Context: an optimization exercise on an open-source flow, tuned for small area. The choices shown serve that exercise and are no tape-out recipe.
Only simulation tests tie the RTL to the original design; equivalence was not proved.
The flow treats the clock pin as an ideal source, which a real chip does not have.
Power is estimated from default activity; no workload was simulated.

## flow/flow/run.sh

```bash
#!/bin/bash
# Own layout flow: the standard synthesis, then the combinational logic
# re-mapped by ABC for area (registers kept as they are: same cells, same
# names), then the standard ORFS flow from floorplan to finish with the
# smallest buffer cell on the ports. Every tool writes its own log here.
set -euo pipefail
HERE=$(pwd)
R=$HERE/orfs/results/sky130hd/custom_MuP/base
YOSYS=$FLOW_HOME/../tools/install/yosys/bin/yosys
LIB=$FLOW_HOME/platforms/sky130hd/lib/sky130_fd_sc_hd__tt_025C_1v80.lib

bash standard.sh synth > synth_standard.log 2>&1
cp $R/1_2_yosys.v $HERE/netlist_standard.v

DU=$(sed -n '/DONT_USE_CELLS/,/^$/p' $FLOW_HOME/platforms/sky130hd/config.mk | grep -o "sky130_fd_sc_hd__[a-z0-9_]*" | sed 's/^/-dont_use /' | tr '\n' ' ')
sed -e "s#@LIB@#$LIB#g" -e "s#@DU@#$DU#g" -e "s#@IN@#$HERE/netlist_standard.v#g" \
    -e "s#@OUT@#$HERE/netlist_resynth.v#g" -e "s#@ABC@#$HERE/flow/area.abc#g" flow/resynth.ys > resynth.ys
$YOSYS -s resynth.ys > resynth.log 2>&1

cp $HERE/netlist_resynth.v $R/1_2_yosys.v
rm -f $R/1_synth.odb $R/1_synth.sdc
bash standard.sh "BUFFER_PORTS_ARGS=-buffer_cell sky130_fd_sc_hd__buf_1" finish > flow_finish.log 2>&1
```

## flow/flow/area.abc

```
strash; &get -n; &fraig -x; &put; scorr; dc2; strash; &get -n; &deepsyn -T 40; &put; strash; &get -n; &dch -f; &nf -R 3000 -p -E 1000 -F 200 -A 200; &put
```

## flow/flow/resynth.ys

```
read_liberty -ignore_miss_func @LIB@
blackbox sky130_fd_sc_hd__*df* sky130_fd_sc_hd__*dl* sky130_fd_sc_hd__*lpflow*
read_verilog @IN@
hierarchy -top custom_MuP
flatten
opt -purge
abc -liberty @LIB@ @DU@ -script @ABC@
opt_clean -purge
write_verilog -noattr -nohex -nodec @OUT@.tmp.v
design -reset
read_liberty -lib @LIB@
read_verilog @OUT@.tmp.v
hierarchy -top custom_MuP
hilomap -singleton -hicell sky130_fd_sc_hd__conb_1 HI -locell sky130_fd_sc_hd__conb_1 LO
insbuf -buf sky130_fd_sc_hd__buf_1 A X
splitnets
rename -hide w:_*_.*
opt_clean -purge
stat -liberty @LIB@
check -assert -mapped
write_verilog -noattr -nohex -nodec @OUT@
```

## flow/standard.sh

```bash
#!/bin/bash
# synth_recipe.tcl (not shown) runs the flow's synth.tcl, then flattens the netlist and writes it again
# the make line also repeats each setting of config.mk as NAME=value (left out here)
make -C /OpenROAD-flow-scripts/flow DESIGN_CONFIG=/design/flow/config.mk WORK_HOME=/design/flow/orfs CLKGATE_MAP_FILE= SYNTH_SCRIPT=/design/flow/synth_recipe.tcl "${@:-finish}"
```

## flow/config.mk

```make
export PLATFORM = sky130hd
export DESIGN_NAME = custom_MuP
export DESIGN_NICKNAME = custom_MuP
export VERILOG_FILES = /design/flow/design.v
export SDC_FILE = /design/flow/constraint.sdc
export NUM_CORES = 4
export LEC_CHECK = 0
export ABC_AREA = 1
export CAP_MARGIN = 20
export CORE_MARGIN = 2
export CORE_UTILIZATION = 60
export CTS_BUF_LIST = sky130_fd_sc_hd__clkbuf_4
export CTS_CLUSTER_DIAMETER = 60
export CTS_CLUSTER_SIZE = 10
export PLACE_DENSITY = 0.85
export SLEW_MARGIN = 20
```

## flow/constraint.sdc

```tcl
create_clock -name core_clock -period 10.0 [get_ports {clk}]
set_input_delay 2.0000 -clock core_clock [delete_from_list [all_inputs] [get_ports {clk}]]
set_output_delay 2.0000 -clock core_clock [all_outputs]
set_load 0.01 [all_outputs]
```

## flow/design.v

```verilog
module custom_MuP (clk, rst, imem_req, imem_addr, imem_rdata, dmem_re, dmem_we, dmem_addr, dmem_wdata, dmem_rdata);
input clk, rst;
output imem_req, dmem_re, dmem_we;
output [15:0] imem_addr, dmem_addr, dmem_wdata;
input [15:0] imem_rdata, dmem_rdata;
localparam S_INIT = 3'd0, S_FETCH = 3'd1, S_R1 = 3'd2, S_R2 = 3'd3,
           S_R3 = 3'd4, S_ACC = 3'd5;
reg [5:0] cnt;
reg [2:0] st;
reg       cy;       
reg       aux;      
reg [15:0] pc, y;
wire [3:0] bc   = cnt[3:0];
wire [1:0] slot = cnt[5:4];
wire c0   = (bc == 4'd0);
wire last = (bc == 4'd15);
wire [15:0] ir = imem_rdata;
wire [3:0]  op = ir[15:12];
wire [3:0]  fa = ir[11:8];
wire [3:0]  fb = ir[7:4];
wire [3:0]  fc = ir[3:0];
wire op_rr  = (op == 4'h8) | (op == 4'hC) | (op == 4'hB) | (op == 4'hF);
wire op_br  = (op == 4'h4) | (op == 4'h5);
wire op_imm = (op == 4'h9) | (op == 4'hA) | (op == 4'hD) | (op == 4'hE) | (op == 4'h7) | (op == 4'h6);
wire load   = (op == 4'h1);
wire store  = (op == 4'h2);
wire op_mem = load | store;
wire j12    = (op == 4'h3);
wire op_sh  = (op == 4'h0) & (fc == 4'd1 | fc == 4'd2 | fc == 4'd3) & (fb != 4'd0);
wire left   = (fc == 4'd1);
wire arith  = (fc == 4'd3);
wire init  = (st == S_INIT);
wire fetch = (st == S_FETCH);
wire r1    = (st == S_R1);
wire r2    = (st == S_R2);
wire r3    = (st == S_R3);
wire acc   = (st == S_ACC);
reg [3:0] need;
always @(*) begin
	if (r1) need = op_sh ? fa : fc;
	else if (r2) need = op_mem ? {2'b10, fa[1:0]} : (op_rr | op_br) ? fb : fa;
	else if (r3) need = op_mem ? {2'b11, fa[3:2]} : fa;
	else need = fa;
end
wire act = (r2 & j12) | (slot == need[1:0]);
wire [3:0] heads;
wire P = heads[need[3:2]];
wire zx   = (op == 4'hA) | (op == 4'hE);
wire over = j12 ? (bc > 4'd11) : bc[3];
wire [11:0] irl = ir[11:0];
wire imm  = over ? (~zx & (j12 ? ir[11] : ir[7])) : irl[bc];
wire s8x2 = ~c0 & aux;
wire use_pc = fetch | (r2 & j12);
wire A = use_pc ? pc[0] : P;
reg  B;
always @(*) begin
	if (fetch) B = (bc == 4'd1);
	else if (op_rr | op_br) B = y[0];
	else if (op_mem) B = s8x2;
	else B = imm;
end
wire sub  = r2 & ((op == 4'hC) | (op == 4'hD) | (op == 4'hE));
wire Bx   = B ^ sub;
wire cin  = c0 ? sub : cy;
wire sum  = A ^ Bx ^ cin;
wire cout = (A & Bx) | (A & cin) | (Bx & cin);
reg  alu;
always @(*) begin
	if (fetch) alu = sum;
	else case (op)
		4'hB, 4'h7: alu = ~(A & B);
		4'hF, 4'h6: alu = A | B;
		default: alu = sum;
	endcase
end
wire [3:0] sn = fb;
wire [3:0] sidx = left ? (4'd0 - sn) : sn;
wire shv = y[sidx];
wire [1:0] wring = (r3 & op_mem) ? 2'b11 : fa[3:2];
wire wen = act & ((r2 & (op_imm | (op_rr & (fa[1:0] == fb[1:0])))) |
                  (r3 & (op_rr | op_sh | load)));
reg wbit;
always @(*) begin
	if (r2) wbit = alu;
	else if (op_rr) wbit = y[0];
	else if (op_sh) wbit = shv;
	else wbit = dmem_rdata[bc];
end
localparam [255:0] RV = {16'h7814, 16'h2ab2, 16'h8aa9, 16'ha24b, 16'hca09, 16'h08eb, 16'h5878, 16'hff49,
                         16'hb7a1, 16'h0032, 16'h0014, 16'h756e, 16'hff49, 16'hc61b, 16'h09e4, 16'h0000};
genvar gi;
generate for (gi = 0; gi < 4; gi = gi + 1) begin : rg
	reg [63:0] g;
	wire [63:0] rv = RV[gi*64 +: 64];
	assign heads[gi] = g[0];
	always @(posedge clk) g <= {init ? rv[cnt] : ((wen & (wring == gi)) ? wbit : g[0]), g[63:1]};
end endgenerate
wire take = aux ^ ~op[0];
reg pcin;
always @(*) begin
	pcin = pc[0];
	if (init) pcin = 1'b0;
	else if (use_pc) pcin = sum;
	else if (r3 & act & op_br & take) pcin = P;
end
reg yin;
always @(*) begin
	yin = y[0];
	if (fetch) yin = 1'b0;
	else if (r1 & act) yin = P;
	else if (r2 & act) yin = alu;
	else if (r3 & act & op_sh) yin = left ? P : (arith & y[15]);
end
always @(posedge clk) begin
	pc <= {pcin, pc[15:1]};
	y  <= {yin, y[15:1]};
end
always @(posedge clk) begin
	cy <= cout;
	if (r2 & act) begin
		if (op_br) aux <= (~c0 & aux) | (P ^ y[0]);
		else aux <= imm;
	end
	if (rst) begin
		cnt <= 6'd0;
		st  <= S_INIT;
	end else begin
		cnt <= cnt + 6'd1;
		if (last) case (st)
			S_INIT:  if (slot == 2'd3) st <= S_FETCH;
			S_FETCH: st <= (op_rr | op_br | (op_sh & ~left)) ? S_R1 : op_sh ? S_R3 :
			               (op_imm | op_mem | j12) ? S_R2 : S_FETCH;
			S_R1:    if (act) st <= op_sh ? S_R3 : S_R2;
			S_R2:    if (act) st <= load ? S_ACC : (op_br | store | (op_rr & (fa[1:0] != fb[1:0]))) ? S_R3 : S_FETCH;
			S_ACC:   st <= S_R3;
			default: if (act) st <= S_FETCH;
		endcase
	end
end
assign imem_req  = fetch & c0;
assign imem_addr = pc;
assign dmem_re   = acc & c0;
assign dmem_we   = r3 & act & c0 & store;
assign dmem_addr = y;
assign dmem_wdata = rg[3].g[15:0];
endmodule
```

==> results_dict.tcl, run 1 <==
set metrics [dict create \
    run_status "no timing/DRC/antenna violations" \
    crit_path_end_kind "output port" \
    core_region_area_mm2 0.0126 \
    layout.cell_area.non_filler_mm2 0.00849 \
    tritoncts "done" \
    min_period_ns 6.79 \
    timing.critical_path.arrival_ns 4.79 \
    cpPeakStageDelay_ns 0.37 \
    path_clk_slew_ns 0.09 \
    drive_above_1_share_pct 6.27 \
    maxSlewHeadroom_pct 45.8 \
    synth_area_per_cell_um2 12.7 \
    floorplan.io_pins 85 \
    crit_required_ns 8.00 \
    post-route-period-util_pct 67.9 \
    max-cap-violations 0 \
    dp.final_hpwl_mm 9.72 \
    syn_area_mm2 0.00772 \
    timing.final.hold_violations 0 \
    post-route-drc-count 0 \
    path_cells "buf_1 -> nor2_1 -> nand2b_1 -> nor3_1 -> nand3_1 -> nand2_1 -> nand2_1 -> a21oi_1 -> nor2_1 -> nor3_1 -> xnor2_1 -> a22oi_1 -> nor4_1 -> buf_1" \
    worst_skew_pair.late_latency_ns 0.63 \
    path_class "primary input to output port" \
    setup_viol 0 \
    p_seq_share_pct 67.7 \
    grtUsageTotal_pct 21.1 \
    antenna_violations_before_repair 0 \
    max_slew.worst_pin.slew_ns 0.811 \
    drt_pre_antenna_iters 5 \
    power_switching_uw 404 \
    detailed_place.area_mm2 0.00814 \
    holdCritPathClass "register to register" \
    cts_resized 0 \
    cts.sinks 299 \
    pwr-share-clk_pct 29.2 \
    post-route-util_pct 67.3 \
    p_leak_nw 3.24 \
    critPathSlowestCell "sky130_fd_sc_hd__nor3_1" \
    dieArea_mm2 0.0138 \
    final_net_count 733 \
    total_power_mw 1.94 \
    worstPathMaxFanout 7 \
    area.growth.synth_to_final_pct 9.96 \
    routed_wire_length_per_instance_um 16.3 \
    grt_setup_unrepaired "false" \
    floorplan.die.height_um 117 \
    setup-tns-final_ns 0 \
    number_of_global_route_vias_before_repair 4511 \
    post-cts-setup-buffer-count 0 \
    port_buffers 84 \
    routed_wirelength_mm 14.3 \
    cellPowerDensity_mw_per_mm2 228 \
    gr-total-overflow 0 \
    std_cell_rows 41 \
    cts-root-buf "sky130_fd_sc_hd__clkbuf_4" \
    drtAntennaViolNets 0 \
    power.internal_mw 1.53 \
    timing_max_transition_violations_final 0 \
    pin_count_of_the_biggest_net_entering_global_routing 26 \
    clock-skew-final_ns 0.0530 \
    floorplan.die.width_um 117 \
    vias_per_cell 5.30 \
    routability_congestion_estimate_from_global_placement 0.865 \
    p_sw_share_pct 20.8 \
    synthesis.nets 642 \
    n_antenna_cell 0 \
    worst_hold_slack_ns 0.302 \
    timing.critical_path.from_type "primary input" \
    cts_max_path_buffers 3 \
    max-vdd-ir-drop_uv 101 \
    cts_hold_fix_bufs 0 \
    timing.fmax_mhz 147 \
    numPlacedInstances 832 \
    power.share.combinational_pct 3.2 \
    wire_length_of_the_first_global_routing_pass_mm 23.1 \
    h-tree-depth 2 \
    cpLargestDelayFamily "simple AND/OR/NAND/NOR gates" \
    synth_cells 608 \
    cts_made_buffers 36 \
    start_util_pct 61.2 \
    drt-initial-drc-count 371 \
    yosysWarnings 1 \
    instances_no_fill 874 \
    layout_setup_ws_ns 3.21 \
    total_via_count_after_detailed_routing 4630 \
    path_buf_inv 2 \
    dp_slack_ns 3.26 \
]
state kept, by name (all words and copies together) (netlist names):
name / flops
st: 3
y: 16
pc: 16
aux: 1
cy: 1
rg.g: 256
cnt: 6
cell type report:
class	count	area [um^2]
multi-input cells	262	1550
well taps	172	215
clock buffers	37	278
fillers	931	4130
inverters	14	52.6
repair buffers	86	328
clock inverters	4	72.6
flip-flops and latches	299	6000
layout by cell type (no fill, tap or decap), drive strengths merged, types with 9 or more instances in the layout:
master,instances
o211ai,9
clkbuf,37
nor2,45
nand3,14
dfxtp,298
buf,86
nand2,34
a21oi,20
nor3,13
o21ai,19
clkinv,14
final timing paths:
check	startpoint	end	slack, ns	cells after the start
min reg2reg	rg[3].g[38]$_DFF_P_	rg[3].g[37]$_DFF_P_	0.30	0
max	imem_rdata[12]	dmem_we	3.21	14
max reg2reg	st[2]$_SDFFE_PP0P_	rg[0].g[63]$_DFF_P_	5.63	14
min	rg[3].g[38]$_DFF_P_	rg[3].g[37]$_DFF_P_	0.30	0
worst register-to-register path: cells and delay by family (launching register included):
| kind | cells | cell delay (ns) |
|---|---|---|
| AO/OA/AOI/OAI | 6 | 1.13 |
| XOR/XNOR | 2 | 0.57 |
| flip-flops | 1 | 0.41 |
| multiplexers | 3 | 1.06 |
| AND/OR/NAND/NOR | 3 | 1.09 |
power by group through the flow:
| stage | registers, mW | clock network, mW | logic (mW) |
|---|---|---|---|
| after detailed placement | 1.34 | 0 | 0.0600 |
| after floorplan | 1.33 | 0 | 0.0381 |
| after global placement | 1.33 | 0 | 0.0598 |
| after global routing | 1.32 | 0.638 | 0.0672 |
| after CTS | 1.31 | 0.587 | 0.0604 |
| final | 1.31 | 0.565 | 0.0616 |
layer usage:
metal	wire length, um	GRT usage, %
met1	6610	29.3
met2	6390	32.1
met5	0	0
met3	972	5.57
met4	310	8.06
==> inputs of run 2 (changes only) <==
--- a/flow/flow/run.sh
+++ b/flow/flow/run.sh
@@ -4,3 +4,5 @@
 # names), then the standard ORFS flow from floorplan to finish with the
-# smallest buffer cell on the ports. Every tool writes its own log here.
+# smallest buffer cell on the ports; after clock tree synthesis, clock buffers
+# whose sinks would see a slow clock edge are upsized (flow/clkfix.tcl).
+# Every tool writes its own log here.
 set -euo pipefail
@@ -21,2 +23,5 @@
 rm -f $R/1_synth.odb $R/1_synth.sdc
+bash standard.sh "BUFFER_PORTS_ARGS=-buffer_cell sky130_fd_sc_hd__buf_1" cts > flow_cts.log 2>&1
+R=$R LIB=$LIB PLATFORM_DIR=$FLOW_HOME/platforms/sky130hd CLK_SLEW_TARGET=0.115 CLK_SLEW_TARGET_TREE=0.115 \
+  $FLOW_HOME/../tools/install/OpenROAD/bin/openroad -no_init -exit flow/clkfix.tcl > clkfix.log 2>&1
 bash standard.sh "BUFFER_PORTS_ARGS=-buffer_cell sky130_fd_sc_hd__buf_1" finish > flow_finish.log 2>&1
==> flow/flow/clkfix.tcl (new file) <==
# Upsize clock buffers whose sinks see a slow clock edge (estimated from the
# placement), then legalise the placement again.
read_db $::env(R)/4_cts.odb
read_liberty $::env(LIB)
read_sdc $::env(R)/4_cts.sdc
source $::env(PLATFORM_DIR)/setRC.tcl
set_propagated_clock [all_clocks]
set next(sky130_fd_sc_hd__clkbuf_1) sky130_fd_sc_hd__clkbuf_2
set next(sky130_fd_sc_hd__clkbuf_2) sky130_fd_sc_hd__clkbuf_4
set next(sky130_fd_sc_hd__clkbuf_4) sky130_fd_sc_hd__clkbuf_8
set next(sky130_fd_sc_hd__clkbuf_8) sky130_fd_sc_hd__clkbuf_16
proc drives_buffer {net} {
  foreach p [get_pins -of_objects $net -filter "direction==input"] {
    if {[string match "sky130_fd_sc_hd__clkbuf*" [get_property [get_cells -of_objects $p] ref_name]]} { return 1 }
  }
  return 0
}
# first the buffers that drive other clock buffers, then the leaves
foreach {phase target} [list 0 $::env(CLK_SLEW_TARGET_TREE) 1 $::env(CLK_SLEW_TARGET)] {
for {set iter 0} {$iter < 3} {incr iter} {
  estimate_parasitics -placement
  set changed 0
  foreach inst [get_cells *] {
    set ref [get_property $inst ref_name]
    if {![info exists next($ref)]} continue
    set opin [get_pins -of_objects $inst -filter "direction==output"]
    set net [get_nets -of_objects $opin]
    if {[drives_buffer $net] == $phase} continue
    set worst 0
    foreach p [get_pins -of_objects $net -filter "direction==input"] {
      foreach a {slew_max_rise slew_max_fall} {
        set s [get_property $p $a]
        if {$s > $worst} { set worst $s }
      }
    }
    if {$worst > $target} {
      puts "upsize [get_full_name $inst] $ref -> $next($ref) (sink slew $worst)"
      replace_cell $inst $next($ref)
      incr changed
    }
  }
  if {$changed == 0} break
}
}
detailed_placement
check_placement
write_db $::env(R)/4_cts.odb
--- a/flow/config.mk
+++ b/flow/config.mk
@@ -12,4 +12,4 @@
 export CTS_BUF_LIST = sky130_fd_sc_hd__clkbuf_4
-export CTS_CLUSTER_DIAMETER = 60
-export CTS_CLUSTER_SIZE = 10
+export CTS_CLUSTER_DIAMETER = 80
+export CTS_CLUSTER_SIZE = 14
 export PLACE_DENSITY = 0.85
==> run 2 against run 1 <==
  * Still clean on timing, DRC and antenna
  * Sequential power about the same
  * Area after synthesis unchanged
  * Routed wire length up 3.3%
  * Fmax down 0.12%
  * Core utilization up 0.31 points
  * Clock power up 5.0%
  * Final cell count down 1.4%
  * Sequential share of layout area down 0.32 points
  * Synthesized cell count unchanged
  * Clock skew down 0.035 ns
  * Hold slack better by 0.016 ns
  * Global-route usage about the same
==> results_dict.tcl, run 2 <==
set metrics [dict create \
    run_status "no timing/DRC/antenna violations" \
    layout.cell_area.non_filler_mm2 0.00853 \
    cts_max_path_buffers 3 \
    routability_congestion_estimate_from_global_placement 0.865 \
    routed_wire_length_per_instance_um 17.1 \
    max-cap-violations 0 \
    drtAntennaViolNets 0 \
    synth_area_per_cell_um2 12.7 \
    grtUsageTotal_pct 21.1 \
    pwr-share-clk_pct 30.2 \
    std_cell_rows 41 \
    total_power_mw 1.97 \
    numPlacedInstances 832 \
    cellPowerDensity_mw_per_mm2 230 \
    instances_no_fill 862 \
    largest_register "rg.g" \
    drt_pre_antenna_iters 7 \
    post-route-period-util_pct 68.0 \
    timing.critical_path.arrival_ns 4.80 \
    dr_wl_met2_mm 6.74 \
    setup-tns-final_ns 0 \
    drt-met1-wl_mm 6.78 \
    cts_hold_fix_bufs 0 \
    pin_count_of_the_biggest_net_entering_global_routing 26 \
    most-common-layout-cells "298 x sky130_fd_sc_hd__dfxtp_1, 84 x sky130_fd_sc_hd__buf_1, 45 x sky130_fd_sc_hd__nor2_1, 34 x sky130_fd_sc_hd__nand2_1, 22 x sky130_fd_sc_hd__clkbuf_8" \
    floorplan.die.width_um 117 \
    crit_path_end_kind "output port" \
    worstPathMaxFanout 9 \
    vias_per_cell 5.34 \
    largest_reg_flops 256 \
    dieArea_mm2 0.0138 \
    worst_skew_pair.late_latency_ns 0.52 \
    routed_wirelength_mm 14.7 \
    max_slew.worst_pin.slew_ns 0.855 \
    timing.critical_path.from_type "primary input" \
    drt-initial-drc-count 247 \
    h-tree-depth 1 \
    highest_layer "met4" \
    path_cells "buf_1 -> nor4_1 -> nor3_1 -> o2111ai_1 -> nand2_1 -> o22ai_1 -> nor3_1 -> xnor2_1 -> a22oi_1 -> nor4_1 -> buf_1" \
    synthesis.nets 642 \
    critPathSlowestCell "sky130_fd_sc_hd__o2111ai_1" \
    holdCritPathClass "register to register" \
    synth_cells 608 \
    crit_required_ns 8.00 \
    timing.fmax_mhz 147 \
    power_switching_uw 412 \
    max-vdd-ir-drop_uv 141 \
    post-route-drc-count 0 \
    clock-skew-final_ns 0.0179 \
    floorplan.die.height_um 117 \
    path_clk_slew_ns 0.09 \
    cts_resized 0 \
    yosysWarnings 1 \
    p_seq_share_pct 66.7 \
    area.growth.synth_to_final_pct 10.5 \
    worst_hold_slack_ns 0.317 \
    total_via_count_after_detailed_routing 4602 \
    grt_setup_unrepaired "false" \
    met3WireLength_um 877 \
    antenna_violations_before_repair 1 \
    mostFrequentLayoutCell "sky130_fd_sc_hd__dfxtp_1" \
    top_regs "rg.g x256, pc x16, y x16" \
    p_leak_nw 3.23 \
    gr-total-overflow 0 \
    p_sw_share_pct 21.0 \
    cpPeakStageDelay_ns 0.48 \
    cts-root-buf "sky130_fd_sc_hd__clkbuf_4" \
    timing_max_transition_violations_final 0 \
    detailed_place.area_mm2 0.00814 \
    setup_viol 0 \
    timing.final.hold_violations 0 \
    core_region_area_mm2 0.0126 \
    maxSlewHeadroom_pct 43.0 \
    final_net_count 722 \
    drive_above_1_share_pct 4.50 \
    port_buffers 84 \
    start_util_pct 61.2 \
    cts_made_buffers 25 \
    power.internal_mw 1.55 \
    min_period_ns 6.80 \
    dp.final_hpwl_mm 9.72 \
    syn_area_mm2 0.00772 \
    floorplan.io_pins 85 \
    path_class "primary input to output port" \
    tritoncts "done" \
    wire_length_of_the_first_global_routing_pass_mm 23.3 \
    post-cts-setup-buffer-count 0 \
    power.share.combinational_pct 3.1 \
    cts.sinks 299 \
    number_of_global_route_vias_before_repair 4463 \
]
[run 2: cell types whose count changed in the layout (fill, tap and decap cells not counted), sizes merged]
cell,change
inv,-1
clkbuf,-11
diode,+1
clkinvlp,+1
bufinv,-2
[run 2: area by class of cell]
type	count	area, um^2
Sequential cell	299	6000
Fill cell	906	4090
Multi-Input combinational cell	262	1550
Clock buffer	26	368
Timing Repair Buffer	86	328
Tap cell	172	215
Inverter	14	52.6
Clock inverter	2	18.8
Antenna cell	1	2.50
[run 2: power by group through the flow]
stage	Clock [mW]	Sequential, mW	Combinational, mW
3_3_place_gp	0	1.33	0.0598
6_report	0.593	1.31	0.0619
4_1_cts	0.461	1.31	0.0604
3_5_place_dp	0	1.34	0.0600
5_1_grt	0.653	1.32	0.0675
2_1_floorplan	0	1.33	0.0381
[run 2: per-layer routing]
layer / vias up / global-route usage [%]
li1: 2217 / -
met1: 2189 / 29.8
met2: 165 / 34.0
met3: 31 / 3.49
met4: 0 / 6.10
met5: - / 0
[run 2: per-stage QoR]
step	util [%]	setup slack (ns)
floorplan	-	3.99
global placement	64.5	3.30
detailed placement	64.5	3.26
CTS	66.2	3.25
global route	67.6	2.96
finish	67.6	3.20
[run 2: critical path, delay by kind of cell]
family | cells | cell delay [ns]
AND/OR/NAND/NOR | 5 | 1.26
AO/OA/AOI/OAI | 3 | 0.82
buffers and inverters | 2 | 0.56
XOR/XNOR | 1 | 0.16
[run 2: worst paths after layout]
| check | from | end | slack (ns) | cells after the start |
|---|---|---|---|---|
| setup / recovery | imem_rdata[5] | dmem_we | 3.20 | 11 |
| hold / removal | rg[0].g[36]$_DFF_P_ | rg[0].g[35]$_DFF_P_ | 0.32 | 0 |
| setup reg to reg | st[2]$_SDFFE_PP0P_ | rg[0].g[63]$_DFF_P_ | 5.62 | 14 |
| hold reg to reg | rg[0].g[36]$_DFF_P_ | rg[0].g[35]$_DFF_P_ | 0.32 | 0 |
==> inputs of run 3 (changes only) <==
--- a/flow/flow/run.sh
+++ b/flow/flow/run.sh
@@ -5,3 +5,4 @@
 # smallest buffer cell on the ports; after clock tree synthesis, clock buffers
-# whose sinks would see a slow clock edge are upsized (flow/clkfix.tcl).
+# whose sinks would see a slow clock edge are upsized (flow/clkfix.tcl), and
+# the clock tree gets no dummy load cells.
 # Every tool writes its own log here.
@@ -23,3 +24,7 @@
 rm -f $R/1_synth.odb $R/1_synth.sdc
-bash standard.sh "BUFFER_PORTS_ARGS=-buffer_cell sky130_fd_sc_hd__buf_1" cts > flow_cts.log 2>&1
+cfg() { sed -n "s/^export $1 = //p" config.mk; }
+CTS="-sink_clustering_enable -repair_clock_nets -dont_use_dummy_load"
+CTS="$CTS -sink_clustering_size $(cfg CTS_CLUSTER_SIZE) -sink_clustering_max_diameter $(cfg CTS_CLUSTER_DIAMETER)"
+CTS="$CTS -buf_list {$(cfg CTS_BUF_LIST)}"
+bash standard.sh "BUFFER_PORTS_ARGS=-buffer_cell sky130_fd_sc_hd__buf_1" "CTS_ARGS=$CTS" cts > flow_cts.log 2>&1
 R=$R LIB=$LIB PLATFORM_DIR=$FLOW_HOME/platforms/sky130hd CLK_SLEW_TARGET=0.115 CLK_SLEW_TARGET_TREE=0.115 \
--- a/flow/config.mk
+++ b/flow/config.mk
@@ -12,4 +12,4 @@
 export CTS_BUF_LIST = sky130_fd_sc_hd__clkbuf_4
-export CTS_CLUSTER_DIAMETER = 80
-export CTS_CLUSTER_SIZE = 14
+export CTS_CLUSTER_DIAMETER = 60
+export CTS_CLUSTER_SIZE = 11
 export PLACE_DENSITY = 0.85
==> run 3 against run 2 <==
  * Flip-flop and latch count stayed put
  * Combinational power hardly changed
  * Global-route usage hardly changed
  * First-iteration DRC count is 5.3% higher
  * Core utilization is 0.80 points lower
  * Design area is 1.2% lower
  * Non-clock buffer count is 1 lower
  * Highest routed layer unchanged
==> results_dict.tcl, run 3 <==
set metrics [dict create \
    antenna_violations_before_repair 0 \
    gr-total-overflow 0 \
    drt_pre_antenna_iters 5 \
    floorplan.io_pins 85 \
    dp.final_hpwl_mm 9.72 \
    total_via_count_after_detailed_routing 4586 \
    port_buffers 84 \
    routed_wirelength_mm 14.4 \
    post-cts-setup-buffer-count 0 \
    synthesis.nets 642 \
    cellPowerDensity_mw_per_mm2 224 \
    pwr-share-clk_pct 27.2 \
    timing.critical_path.arrival_ns 4.78 \
    yosysWarnings 1 \
    max-vdd-ir-drop_uv 111 \
    dp_slack_ns 3.26 \
    mostFrequentLayoutCell "sky130_fd_sc_hd__dfxtp_1" \
    syn_area_mm2 0.00772 \
    cts.sinks 299 \
    area.growth.synth_to_final_pct 9.15 \
    largest_reg_flops 256 \
    grt_setup_unrepaired "false" \
    max-cap-violations 0 \
    p_seq_share_pct 69.5 \
    tritoncts "done" \
    crit_required_ns 8.00 \
    final_net_count 730 \
    timing.fmax_mhz 148 \
    max_slew.worst_pin.slew_ns 1.05 \
    synth_cells 608 \
    min_period_ns 6.78 \
    grtUsageTotal_pct 21.1 \
    drt-initial-drc-count 260 \
    cts_hold_fix_bufs 0 \
    p_leak_nw 3.20 \
    path_clk_slew_ns 0.11 \
    n_antenna_cell 0 \
    std_cell_rows 41 \
    worst_skew_pair.late_latency_ns 0.50 \
    top_regs "rg.g x256, pc x16, y x16" \
    clock-skew-final_ns 0.0663 \
    cts-root-buf "sky130_fd_sc_hd__clkbuf_4" \
    holdCritPathClass "register to register" \
    post-route-drc-count 0 \
    most-common-layout-cells "298 x sky130_fd_sc_hd__dfxtp_1, 84 x sky130_fd_sc_hd__buf_1, 45 x sky130_fd_sc_hd__nor2_1, 34 x sky130_fd_sc_hd__nand2_1, 28 x sky130_fd_sc_hd__clkbuf_4" \
    floorplan.die.height_um 117 \
    routability_congestion_estimate_from_global_placement 0.865 \
    instances_no_fill 866 \
    cts_resized 0 \
    path_class "primary input to output port" \
    run_status "no timing/DRC/antenna violations" \
    drtAntennaViolNets 0 \
    wire_length_of_the_first_global_routing_pass_mm 23.1 \
    setup_viol 0 \
    total_power_mw 1.89 \
    number_of_global_route_vias_before_repair 4481 \
    timing.critical_path.from_type "primary input" \
    largest_register "rg.g" \
    start_util_pct 61.2 \
    dieArea_mm2 0.0138 \
    synth_area_per_cell_um2 12.7 \
    power_switching_uw 394 \
    core_region_area_mm2 0.0126 \
    power.internal_mw 1.49 \
    drive_above_1_share_pct 5.19 \
    pin_count_of_the_biggest_net_entering_global_routing 26 \
    layout_setup_ws_ns 3.22 \
    timing.final.hold_violations 0 \
    worst_hold_slack_ns 0.275 \
    cts_made_buffers 34 \
    cts_max_path_buffers 3 \
    filler_cell_count 932 \
    worstPathMaxFanout 7 \
    crit_path_end_kind "output port" \
    vias_per_cell 5.30 \
    floorplan.die.width_um 117 \
    routed_wire_length_per_instance_um 16.7 \
    h-tree-depth 2 \
    post-route-period-util_pct 67.8 \
    power.share.combinational_pct 3.3 \
    numPlacedInstances 832 \
    timing_max_transition_violations_final 0 \
    p_sw_share_pct 20.9 \
    maxSlewHeadroom_pct 29.7 \
    setup-tns-final_ns 0 \
]
==> run 3: path summary, 6_finish.rpt <==
kind	from	endpoint	slack, ns	cells after the start
max reg2reg	st[2]$_SDFFE_PP0P_	rg[2].g[63]$_DFF_P_	5.65	14
max	imem_rdata[12]	dmem_we	3.22	14
min reg2reg	rg[3].g[56]$_DFF_P_	rg[3].g[55]$_DFF_P_	0.27	0
min	rg[3].g[56]$_DFF_P_	rg[3].g[55]$_DFF_P_	0.27	0
==> run 3: through the flow <==
stage | area [um^2] | utilization (%)
5_1_grt | 8430 | 66.8
3_3_place_gp | 8140 | 64.5
6_report | 8430 | 66.8
2_1_floorplan | 7720 | -
4_1_cts | 8390 | 66.5
3_5_place_dp | 8140 | 64.5
==> run 3: final cells by class <==
cell class	instances	area, um^2	share of cell area, %
flip-flops and latches	299	6000	71.1
multi-input cells	262	1550	18.4
repair buffers	85	323	3.83
clock buffers	34	293	3.47
well taps	172	215	2.55
inverters	14	52.6	0.623
==> run 3: critical path, cell delays in order <==
cell and delay, ns:
sky130_fd_sc_hd__buf_1 0.18, sky130_fd_sc_hd__nor2_1 0.11, sky130_fd_sc_hd__nand2b_1 0.16, sky130_fd_sc_hd__nor3_1 0.37, sky130_fd_sc_hd__nand3_1 0.32, sky130_fd_sc_hd__nand2_1 0.14, sky130_fd_sc_hd__nand2_1 0.09, sky130_fd_sc_hd__a21oi_1 0.18
sky130_fd_sc_hd__nor2_1 0.06, sky130_fd_sc_hd__nor3_1 0.23, sky130_fd_sc_hd__xnor2_1 0.16, sky130_fd_sc_hd__a22oi_1 0.22, sky130_fd_sc_hd__nor4_1 0.36, sky130_fd_sc_hd__buf_1 0.19
==> run 3: per-layer routing <==
layer	up-vias	track usage [%]	share of wire (%)
met2	165	32.7	45
met5	-	0	0
met4	0	7.23	2.2
met3	28	4.55	7.0
li1	2237	-	-
met1	2156	29.6	46
==> run 3: power groups by stage <==
stage	clock network (mW)	registers [mW]	logic, mW
6_report	0.513	1.31	0.0617
3_3_place_gp	0	1.33	0.0598
4_1_cts	0.500	1.31	0.0604
3_5_place_dp	0	1.34	0.0600
2_1_floorplan	0	1.33	0.0381
5_1_grt	0.581	1.32	0.0672
==> inputs of run 4 (changes only) <==
--- a/flow/config.mk
+++ b/flow/config.mk
@@ -12,4 +12,4 @@
 export CTS_BUF_LIST = sky130_fd_sc_hd__clkbuf_4
-export CTS_CLUSTER_DIAMETER = 60
-export CTS_CLUSTER_SIZE = 11
+export CTS_CLUSTER_DIAMETER = 70
+export CTS_CLUSTER_SIZE = 14
 export PLACE_DENSITY = 0.85
==> run 4 against run 3 <==
  * Still clean
  * Combinational power about the same
  * Design area up 0.73%
  * Sequential power about the same
  * Count of clock-buffer cells in the layout down 9
  * Largest cell class unchanged
  * Highest routed layer unchanged
==> results_dict.tcl, run 4 <==
set metrics [dict create \
    drt-initial-drc-count 313 \
    timing.reg2reg.worst_path_depth 14 \
    vias_per_cell 5.40 \
    p_leak_nw 3.21 \
    area_taken_by_multi_input_logic_gates_mm2 0.00155 \
    yosysWarnings 1 \
    timing.critical_path.arrival_ns 4.80 \
    crit_required_ns 8.00 \
    gr-total-overflow 0 \
    cts_made_buffers 25 \
    min_period_ns 6.80 \
    regArea_mm2 0.00600 \
    drtAntennaViolNets 0 \
    cts_max_path_buffers 3 \
    routability_congestion_estimate_from_global_placement 0.865 \
    mostFrequentLayoutCell "sky130_fd_sc_hd__dfxtp_1" \
    core_region_area_mm2 0.0126 \
    worstPathMaxFanout 7 \
    detailed_place.area_mm2 0.00814 \
    wire_length_of_the_first_global_routing_pass_mm 23.2 \
    path_class "primary input to output port" \
    post-route-period-util_pct 68.0 \
    cellPowerDensity_mw_per_mm2 228 \
    setup_viol 0 \
    cell_depth_of_the_worst_hold_path 0 \
    drive_above_1_share_pct 3.94 \
    total_via_count_after_detailed_routing 4631 \
    worst_skew_pair.late_latency_ns 0.51 \
    max_slew.worst_pin.slew_ns 1.04 \
    filler_cell_count 911 \
    post-route-drc-count 0 \
    floorplan.die.width_um 117 \
    final_net_count 721 \
    cts-root-buf "sky130_fd_sc_hd__clkbuf_4" \
    min_delay_worst_endpoint "rg[1].g[0]$_DFF_P_" \
    dieArea_mm2 0.0138 \
    antenna_violations_before_repair 0 \
    synth_area_per_cell_um2 12.7 \
    crit_path_end_kind "output port" \
    cts.sinks 299 \
    run_status "no timing/DRC/antenna violations" \
    floorplan.io_pins 85 \
    setup-tns-final_ns 0 \
    floorplan.die.height_um 117 \
    largest_register "rg.g" \
    top_regs "rg.g x256, pc x16, y x16" \
    layout.cell_area.non_filler_mm2 0.00849 \
    worst_reg2reg_path_startpoint "st[2]$_SDFFE_PP0P_" \
    timing.final.hold_violations 0 \
    most-common-layout-cells "298 x sky130_fd_sc_hd__dfxtp_1, 84 x sky130_fd_sc_hd__buf_1, 45 x sky130_fd_sc_hd__nor2_1, 34 x sky130_fd_sc_hd__nand2_1, 21 x sky130_fd_sc_hd__clkbuf_8" \
    cts_hold_fix_bufs 0 \
    routed_wire_length_per_instance_um 16.9 \
    start_util_pct 61.2 \
    dp.final_hpwl_mm 9.72 \
    syn_area_mm2 0.00772 \
    maxSlewHeadroom_pct 30.1 \
    path_clk_slew_ns 0.08 \
    clock-skew-final_ns 0.0306 \
    max-cap-violations 0 \
    synth_cells 608 \
    worst_r2r_endpoint "rg[3].g[63]$_DFF_P_" \
    synthesis.nets 642 \
    hold_path.startpoint "rg[1].g[1]$_DFF_P_" \
    tritoncts "done" \
    area.growth.synth_to_final_pct 9.95 \
    pin_count_of_the_biggest_net_entering_global_routing 26 \
    h-tree-depth 1 \
    routed_wirelength_mm 14.5 \
    timing.fmax_mhz 147 \
    holdCritPathClass "register to register" \
    grt_setup_unrepaired "false" \
    cts_resized 0 \
    grtUsageTotal_pct 20.9 \
    drt_pre_antenna_iters 5 \
    timing.critical_path.from_type "primary input" \
    port_buffers 84 \
    largest_reg_flops 256 \
    timing_max_transition_violations_final 0 \
    max-vdd-ir-drop_uv 130 \
    number_of_global_route_vias_before_repair 4428 \
    timing.reg2reg.setup_slack_ns 5.62 \
    post-cts-setup-buffer-count 0 \
    std_cell_rows 41 \
    n_antenna_cell 0 \
]
## run 4: how the worst max path moves through the flow
stage	slack [ns]	startpoint	end	cells past startpoint
after floorplan	3.99	imem_rdata[12]	dmem_we	12
after CTS	3.25	imem_rdata[5]	dmem_we	11
after global routing	2.97	imem_rdata[12]	dmem_we	14
after detailed placement	3.26	imem_rdata[5]	dmem_we	11
final	3.20	imem_rdata[12]	dmem_we	14
after global placement	3.30	imem_rdata[5]	dmem_we	11
## run 4: per-stage QoR
step / worst slack [ns] / cells / power, mW / util, % / hold WS (ns)
3_5_place_dp: 3.26 / 832 / 1.40 / 64.5 / 0.312
5_1_grt: 2.97 / 857 / 2.02 / 67.3 / 0.313
2_1_floorplan: 3.99 / 608 / 1.36 / - / 0.310
4_1_cts: 3.25 / 857 / 1.82 / 66.0 / 0.268
6_report: 3.20 / 857 / 1.93 / 67.3 / 0.306
3_3_place_gp: 3.30 / 832 / 1.39 / 64.5 / 0.313
## run 4: area by class of cell
cell class | instances | share of cell area (%)
inverters | 14 | 0.619
multi-input cells | 262 | 18.3
clock buffers | 25 | 4.17
repair buffers | 85 | 3.80
flip-flops and latches | 299 | 70.6
well taps | 172 | 2.53
## run 4: worst max-delay path: stages
cell,delay (ns)
sky130_fd_sc_hd__buf_1,0.20
sky130_fd_sc_hd__nor2_1,0.11
sky130_fd_sc_hd__nand2b_1,0.16
sky130_fd_sc_hd__nor3_1,0.37
sky130_fd_sc_hd__nand3_1,0.32
sky130_fd_sc_hd__nand2_1,0.14
sky130_fd_sc_hd__nand2_1,0.09
sky130_fd_sc_hd__a21oi_1,0.19
sky130_fd_sc_hd__nor2_1,0.06
sky130_fd_sc_hd__nor3_1,0.23
sky130_fd_sc_hd__xnor2_1,0.16
sky130_fd_sc_hd__a22oi_1,0.22
sky130_fd_sc_hd__nor4_1,0.36
sky130_fd_sc_hd__buf_1,0.19
## run 4: per-layer routing
metal	GRT usage, %	vias to the layer above	routed length [um]
li1	-	2214	-
met1	30.0	2192	6630
met2	33.2	189	6580
met3	3.39	36	922
met4	6.10	0	366
met5	0	-	0
## run 4: power breakdown
| group | total (mW) | switching [mW] | internal (mW) | leakage, nW |
|---|---|---|---|---|
| Sequential | 1.31 | 0.0274 | 1.28 | 2.47 |
| Clock | 0.562 | 0.328 | 0.234 | 0.185 |
| Combinational | 0.0616 | 0.0388 | 0.0228 | 0.563 |
==> inputs of run 5 (changes only) <==
--- a/flow/config.mk
+++ b/flow/config.mk
@@ -13,3 +13,3 @@
 export CTS_CLUSTER_DIAMETER = 70
-export CTS_CLUSTER_SIZE = 14
+export CTS_CLUSTER_SIZE = 12
 export PLACE_DENSITY = 0.85
==> run 5 against run 4 <==
  * Area after synthesis stayed put
  * Final cell count rose by 0.58%
  * Global-route usage is 0.19 points lower
  * Flip-flop and latch count stayed put
  * Core utilization decreased by 0.71 points
  * Sequential share of layout area increased by 0.76 points
  * Non-clock buffer count rose by 1
  * Fmax is 0.17% lower
  * Worst setup slack got worse by 0.012 ns
  * Hold slack worse by 0.0083 ns
  * Still clean on timing, DRC and antenna
  * Count of clock-buffer cells in the layout rose by 4
==> results_dict.tcl, run 5 <==
set metrics [dict create \
    instances_no_fill 862 \
    vias_per_cell 5.31 \
    largest_reg_flops 256 \
    timing.final.hold_violations 0 \
    h-tree-depth 1 \
    cts_made_buffers 29 \
    floorplan.die.width_um 117 \
    max-cap-violations 0 \
    grtUsageTotal_pct 20.7 \
    p_seq_share_pct 70.6 \
    cts.sinks 299 \
    n_antenna_cell 0 \
    cts_resized 0 \
    top_regs "rg.g x256, pc x16, y x16" \
    setup_viol 0 \
    tritoncts "done" \
    holdCritPathClass "register to register" \
    timing.critical_path.from "imem_rdata[5]" \
    routed_wirelength_mm 14.2 \
    crit_required_ns 8.00 \
    final_net_count 726 \
    p_sw_share_pct 20.7 \
    post-route-period-util_pct 68.1 \
    start_util_pct 61.2 \
    maxSlewHeadroom_pct 43.9 \
    wire_length_of_the_first_global_routing_pass_mm 22.8 \
    path_class "primary input to output port" \
    dieArea_mm2 0.0138 \
    layout.cell_area.non_filler_mm2 0.00840 \
    cts_hold_fix_bufs 0 \
    numPlacedInstances 832 \
    drt-initial-drc-count 323 \
    post-cts-setup-buffer-count 0 \
    floorplan.die.height_um 117 \
    gr-total-overflow 0 \
    timing.critical_path.arrival_ns 4.81 \
    setup-tns-final_ns 0 \
    antenna_violations_before_repair 0 \
    hold_path.startpoint "rg[2].g[63]$_DFF_P_" \
    std_cell_rows 41 \
    drive_above_1_share_pct 4.64 \
    pwr-share-clk_pct 26.1 \
    timing.critical_path.from_type "primary input" \
    mostFrequentLayoutCell "sky130_fd_sc_hd__dfxtp_1" \
    crit_path_end_kind "output port" \
    worstPathMaxFanout 9 \
    cellPowerDensity_mw_per_mm2 221 \
    p_leak_nw 3.18 \
    power.share.combinational_pct 3.3 \
    synth_cells 608 \
    floorplan.io_pins 85 \
    pin_count_of_the_biggest_net_entering_global_routing 26 \
    timing.fmax_mhz 147 \
    timing_max_transition_violations_final 0 \
    cts_max_path_buffers 3 \
    port_buffers 84 \
    power.internal_mw 1.47 \
    cts-root-buf "sky130_fd_sc_hd__clkbuf_4" \
    synth_area_per_cell_um2 12.7 \
    post-route-drc-count 0 \
    routability_congestion_estimate_from_global_placement 0.865 \
    post-route-util_pct 66.6 \
    min_period_ns 6.81 \
    detailed_place.area_mm2 0.00814 \
    worst_reg2reg_path_startpoint "st[2]$_SDFFE_PP0P_" \
    syn_area_mm2 0.00772 \
    area.growth.synth_to_final_pct 8.78 \
    total_via_count_after_detailed_routing 4580 \
    routed_wire_length_per_instance_um 16.5 \
    clock-skew-final_ns 0.0429 \
    max_slew.worst_pin.slew_ns 0.841 \
    drtAntennaViolNets 0 \
    run_status "no timing/DRC/antenna violations" \
    power_switching_uw 384 \
    worst_skew_pair.late_latency_ns 0.53 \
    max-vdd-ir-drop_uv 128 \
    filler_cell_count 946 \
    path_clk_slew_ns 0.11 \
    grt_setup_unrepaired "false" \
    largest_register "rg.g" \
    most-common-layout-cells "298 x sky130_fd_sc_hd__dfxtp_1, 84 x sky130_fd_sc_hd__buf_1, 45 x sky130_fd_sc_hd__nor2_1, 34 x sky130_fd_sc_hd__nand2_1, 26 x sky130_fd_sc_hd__clkbuf_4" \
    core_region_area_mm2 0.0126 \
    drt_pre_antenna_iters 5 \
    yosysWarnings 1 \
    number_of_global_route_vias_before_repair 4430 \
    synthesis.nets 642 \
    dp.final_hpwl_mm 9.72 \
]
## run 5: power groups by stage
stage / sequential (mW) / combinational, mW / clock, mW
2_1_floorplan: 1.33 / 0.0381 / 0
3_3_place_gp: 1.33 / 0.0598 / 0
3_5_place_dp: 1.34 / 0.0600 / 0
4_1_cts: 1.31 / 0.0604 / 0.466
5_1_grt: 1.32 / 0.0672 / 0.551
6_report: 1.31 / 0.0612 / 0.485
## run 5: area by class of cell
class	instances	area, um^2	area share, %
well taps	172	215	2.56
repair buffers	86	328	3.90
clock buffers	29	259	3.08
multi-input cells	262	1550	18.5
flip-flops and latches	299	6000	71.4
inverters	14	52.6	0.625
## run 5: stage by stage
stage	power (mW)	worst slack (ns)	hold slack [ns]
floorplan	1.36	3.99	0.310
global placement	1.39	3.30	0.313
detailed placement	1.40	3.26	0.312
CTS	1.84	3.25	0.284
global route	1.94	2.96	0.274
finish	1.86	3.19	0.298
## run 5: routing by layer
metal,up-vias,wire length [um],track usage [%]
met5,-,0,0
met4,0,279,6.70
met3,26,1100,3.44
met2,190,6410,32.5
met1,2134,6450,29.7
li1,2230,-,-
## run 5: worst paths after layout
kind / slack [ns] / cells past startpoint / endpoint
min reg2reg: 0.30 / 0 / rg[2].g[62]$_DFF_P_
min: 0.30 / 0 / rg[2].g[62]$_DFF_P_
max reg2reg: 5.66 / 14 / rg[2].g[63]$_DFF_P_
max: 3.19 / 11 / dmem_we
## run 5: worst max-delay path, cell delays in order
cell and delay (ns):
sky130_fd_sc_hd__buf_1 0.37, sky130_fd_sc_hd__nor4_1 0.11, sky130_fd_sc_hd__nor3_1 0.23, sky130_fd_sc_hd__o2111ai_1 0.48, sky130_fd_sc_hd__nand2_1 0.37, sky130_fd_sc_hd__o22ai_1 0.11, sky130_fd_sc_hd__nor3_1 0.20, sky130_fd_sc_hd__xnor2_1 0.16
sky130_fd_sc_hd__a22oi_1 0.22, sky130_fd_sc_hd__nor4_1 0.36, sky130_fd_sc_hd__buf_1 0.19

-- static timing again, ports no longer ideal --
In the flow no input, the clock included, has a driving cell. The finished layouts below were timed again as built, in two steps.
Step 1 sets driving cells, clkbuf_16 on the clock port and buf_2 on the other inputs (assumed; they add their load-dependent delay and slew).
Step 2 also shifts input and output timing later by t, the mid clock arrival at the registers, as if the neighbouring blocks saw the same clock.
Slacks: ideal / step 1 / step 2; pairs: ideal / step 1.
run	shift t [ns]	slack for setup (ns)	worst setup path at the end	slew at the worst register clock pin (ns)
run 1	0.634	3.208 / 3.186 / 3.186	input to output	0.10 / 0.10
run 2	0.550	3.200 / 3.164 / 3.164	input to output	0.09 / 0.09
run 3	0.500	3.221 / 3.191 / 3.191	input to output	0.11 / 0.11
run 4	0.528	3.199 / 3.177 / 3.177	input to output	0.09 / 0.09
run 5	0.549	3.188 / 3.152 / 3.152	input to output	0.12 / 0.12
After both steps setup and hold are still met in every run listed.
